Background: an optimization exercise with open tools, aiming at a short achievable clock period and few clock cycles. Do not read the settings as production practice.
In this exercise RTL edits were held to simulation tests only and were not proved equivalent to the original.
Power is estimated from default activity; no workload was simulated.

// cpu
module cpu (
    input         clk,
    input         reset_n,
    input         mmu_mem_ready,
    input [31:0]  mmu_data_out,
    output        mmu_write_enable,
    output        mmu_read_enable,
    output        mmu_mem_signed_read,
    output [ 1:0] mmu_mem_data_width,
    output [31:0] mmu_address,
    output [31:0] mmu_data_in,
    output wire [31:0] uart_data,
    output        rf_write_enable,
    output [ 4:0] rf_write_reg,
    output [31:0] rf_write_data
);
Size: about 170 I/O pins, roughly 130,000 µm² of cells after synthesis.
clock: 6.7 ns
lec_check: 0
abc_clock_period_in_ps: 2400
cap_margin: 20
core_margin: 2
core_utilization: 40
place_density: 0.5
setup_slack_margin: 4.3
slew_margin: 20
standard.sh (not shown) runs the stock make flow with config.mk's settings and CLKGATE_MAP_FILE= SYNTH_SCRIPT=/design/flow/synth_recipe.tcl, a recipe that flattens the netlist after the stock synthesis.
==> flow/flow/run.sh <==
#!/bin/bash
# Layout flow: the standard flow (standard.sh) with two changes in
# synthesis, both after the register mapping, which stays the standard flow's own:
#  - ABC maps the logic with flow/abc_map.script (delay-oriented standard-cell
#    mapping) in place of ORFS's abc_speed.script;
#  - flow/upsize.tcl sets the combinational cells of drive strength 0 and 1
#    to drive strength 2 (same function and pins), so that the weakest cells
#    do not drive the longer wires.
# Every later step of the layout is the standard flow's own. Each tool's output goes to
# the ORFS logs under orfs/logs; make's own output goes to own_flow.log.
set -euo pipefail
W=$(pwd)
F=$W/flow
tail -n 1 "$W/synth_recipe.tcl" | grep -q '^write_verilog'
{
  echo 'proc abc {args} {'
  echo '  set i [lsearch $args -script]'
  echo "  if {\$i >= 0} { lset args [expr {\$i+1}] {$F/abc_map.script} }"
  echo '  yosys abc {*}$args'
  echo '}'
  head -n -1 "$W/synth_recipe.tcl"
  echo "source {$F/upsize.tcl}"
  tail -n 1 "$W/synth_recipe.tcl"
} > "$W/own_synth.tcl"
sed "s#SYNTH_SCRIPT=[^ ]*#SYNTH_SCRIPT=$W/own_synth.tcl#" "$W/standard.sh" > "$W/own_standard.sh"
grep -q "SYNTH_SCRIPT=$W/own_synth.tcl" "$W/own_standard.sh"
bash "$W/own_standard.sh" > "$W/own_flow.log" 2>&1
Other scripts of this flow, unchanged in this note and not shown: flow/flow/abc_map.script, flow/flow/upsize.tcl
The starting point produced a clean layout.
Testbench counts at the start, summed over its fixed seeds: cycles 32,674.
Edit:
--- a/flow/design.v
+++ b/flow/design.v
@@ -186,13 +186,12 @@
     reg  [4:0] w_rd_n;
     reg [31:0] w_res_n;
     reg        o_we;
     reg  [4:0] o_rd;
     reg [31:0] o_res;
     reg [31:0] uart_q;
-    reg [31:0] x5_n;            
     reg  [7:0] ras;             
     reg        u_v;             
     reg  [7:0] u_idx, u_tgt;
     reg        u_ret, u_br, u_hit, u_tk, u_back;
     reg  [1:0] u_ctr;
     reg  [NB-1:0] btb_v;
@@ -500,15 +499,14 @@
         e_hit <= d_hit;
         e_ctr <= d_ctr;
         w_rd_n <= ~e_rd;
         w_res_n <= ~res;
         o_rd <= e_rd;
         o_res <= res;
-        uart_q <= (w_we && w_rd == 5'd5) ? w_res : ~x5_n;
-        if (w_we && w_rd == 5'd5)
-            x5_n <= ~w_res;
+        if (o_we && o_rd == 5'd5)
+            uart_q <= o_res;
         u_idx <= e_idx;
         u_alloc <= e_m == {NB{1'b0}};
         e_m <= d_m;
         e_iter_cur <= d_iter_cur;
         e_trip_cur <= d_trip_cur;
         u_iter_t <= e_iter_t;
Effect: Total power fell by 0.92%. Clock-buffer cell count fell by 4. Final cell count fell by 2.8%. Design area fell by 0.84%. Die area fell by 1.8%. Maximum frequency fell by 1.2%. Clock skew hardly moves. Non-clock buffer count rose by 8. Hold slack got worse by 0.0094 ns. Critical path depth fell by 14. Flip-flop and latch count fell by 32. Global-route usage rose by 0.15 points. Synthesized area fell by 1.8%. Sequential power stays flat.
Testbench counts after the change, summed over its fixed seeds: cycles 32,674.

* * *

Setup of the reference run:
cpu, a different RTL version from the one above (not shown whole).
Size: about 11000 cells after synthesis, ~170 I/O pins, roughly 130000 µm² of cells after synthesis.
Settings: LEC_CHECK=0, ABC_CLOCK_PERIOD_IN_PS=2400, CAP_MARGIN=20, CORE_MARGIN=2, CORE_UTILIZATION=40, PLACE_DENSITY=0.5, SETUP_SLACK_MARGIN=4.3, SLEW_MARGIN=20; clock period 6.7 ns.
Scripts as last shown in full above: flow/flow/run.sh
Other scripts of this flow, unchanged in this note and not shown: flow/flow/abc_map.script, flow/flow/upsize.tcl
Testbench counts of the reference run, summed over its fixed seeds: cycles 33,670.
#### Input delta (the trial run over the reference run)
--- a/flow/design.v
+++ b/flow/design.v
@@ -95,17 +95,16 @@
 endmodule
 module register_file (
     input clk,
     input wire [4:0] read_reg1,
     input wire [4:0] read_reg2,
     input wire [4:0] write_reg,
     input wire write_enable,
     input wire [31:0] write_data,
-    input wire [31:1] read_mask,    
     output reg [31:0] read_data1,
     output reg [31:0] read_data2
 );
     reg [31:0] registers [1:31];
     genvar g;
     generate
         for (g = 1; g < 32; g = g + 1) begin : gr
             always @(posedge clk)
@@ -113,18 +112,18 @@
                     registers[g] <= write_data;
         end
     endgenerate
     integer i;
     always @(*) begin
         read_data1 = 32'b0;
         read_data2 = 32'b0;
         for (i = 1; i < 32; i = i + 1) begin
-            read_data1 = read_data1 | ({32{read_reg1 == i && !read_mask[i]}} & registers[i]);
-            read_data2 = read_data2 | ({32{read_reg2 == i && !read_mask[i]}} & registers[i]);
+            read_data1 = read_data1 | ({32{read_reg1 == i}} & registers[i]);
+            read_data2 = read_data2 | ({32{read_reg2 == i}} & registers[i]);
         end
     end
 endmodule
 module cpu (
     input         clk,
     input         reset_n,
     input         mmu_mem_ready,
     input [31:0]  mmu_data_out,
@@ -253,33 +252,27 @@
     wire [31:0] rf1, rf2;
     register_file regfile (
         .clk(clk),
         .read_reg1(d_rs1),
         .read_reg2(d_rs2),
         .write_reg(w_rd),
         .write_enable(w_we),
         .write_data(w_res),
-        .read_mask(rmask),
         .read_data1(rf1),
         .read_data2(rf2)
     );
     wire byp1 = e_wr && e_rd == d_rs1;
     wire byp2 = e_wr && e_rd == d_rs2 && !d_is_opi;
-    wire byp1_w = w_we && w_rd == d_rs1 && !(e_wr && e_rd == d_rs1);
-    wire byp2_w = w_we && w_rd == d_rs2 && !(e_wr && e_rd == d_rs2);
-    wire [31:1] rmask;
-    genvar gm;
-    generate
-        for (gm = 1; gm < 32; gm = gm + 1) begin : rm
-            assign rmask[gm] = (e_wr && e_rd == gm) || (w_we && w_rd == gm);
-        end
-    endgenerate
-    wire [31:0] d_a = res_a | rf1 | ({32{byp1_w}} & w_res);
-    wire [31:0] d_b = res_b | ({32{!d_is_opi}} & (rf2 | ({32{byp2_w}} & w_res))) | ({32{d_is_opi}} & imm_i);
+    wire byp1_w = w_we && w_rd == d_rs1;
+    wire byp2_w = w_we && w_rd == d_rs2;
+    wire [31:0] rf1w = byp1_w ? w_res : rf1;
+    wire [31:0] rf2w = byp2_w ? w_res : rf2;
+    wire [31:0] d_a = res_a | ({32{!byp1}} & rf1w);
+    wire [31:0] d_b = res_b | ({32{!byp2 && !d_is_opi}} & rf2w) | ({32{d_is_opi}} & imm_i);
     wire [7:0] d_seq = d_idx + 8'd1;
     wire [7:0] delta = f_idx - d_idx;
     wire [8:0] d_tgt_b = {1'b0, d_idx} + {1'b0, imm_b[9:2]};
     wire [8:0] d_tgt_j = {1'b0, d_idx} + {1'b0, imm_j[9:2]};
     wire [7:0] d_tgt = d_is_jal ? d_tgt_j[7:0] : d_tgt_b[7:0];
     wire [7:0] d_off = d_is_jal ? imm_j[9:2] : imm_b[9:2];
     wire d_ret = d_is_jalr && d_rs1 == 5'd1;
     wire d_redir_t = !d_hit && (d_is_jal || (d_is_br && ir[31]));
### Flow results
The trial run closes out successfully: all stages finished, all timing, DRC and antenna checks passed.
Looking at overall die width, the trial run sits below the reference run.
First-pass iteration count of the detailed router: the reference run vs the trial run identical
Routed wire length ends up higher on the reference run.
Looking at area of the core across both flows, the trial run is the stronger of the two, with the reference run trailing.
The trial run ends up with a number of instances in the placed design that is 925 lower than in the reference run.
The trial run vs the reference run — buffers plus inverters on the worst setup path dropped 2.
~same boundary pin count in the trial run and the reference run
Of the trial run and the reference run, it is the trial run that has the lower clock buffer count in the final layout.
Testbench counts of the trial run, summed over its fixed seeds: cycles 33,670.

[re-timing with driven ports]
No port has a modelled driver above. Below, the same layouts with a new extraction and two added sets of constraints. Step 1 sets driving cells, clkbuf_16 on the clock port and buf_2 on the other inputs (assumed; they add their load-dependent delay and slew). Step 2 also shifts input and output timing later by t, the mid clock arrival at the registers, as if the neighbouring blocks saw the same clock. a / b / c = no drivers / after step 1 / after step 2; a / b = the first two.
run	t, ns	setup slack, ns	hold WS [ns]	worst register clock-pin slew, ns	worst slew at a driven data input, ns
the first run of note 1	1.028	3.679 / 3.675 / 2.647	0.321 / 0.309 / 0.321	0.07 / 0.07	0.41
the second run of note 1	1.029	3.643 / 3.545 / 2.593	0.312 / 0.312 / 0.312	0.07 / 0.07	0.25
the reference run	1.042	3.387 / 3.387 / 2.551	0.322 / 0.285 / 0.322	0.07 / 0.07	0.14
the trial run	1.042	3.684 / 3.654 / 2.692	0.311 / 0.258 / 0.311	0.07 / 0.07	0.20
After both steps setup and hold are still met in every run listed. The setup slack of the second run of note 1, which loses most, moves by -0.098 ns with the drivers and by -1.050 ns with both steps.
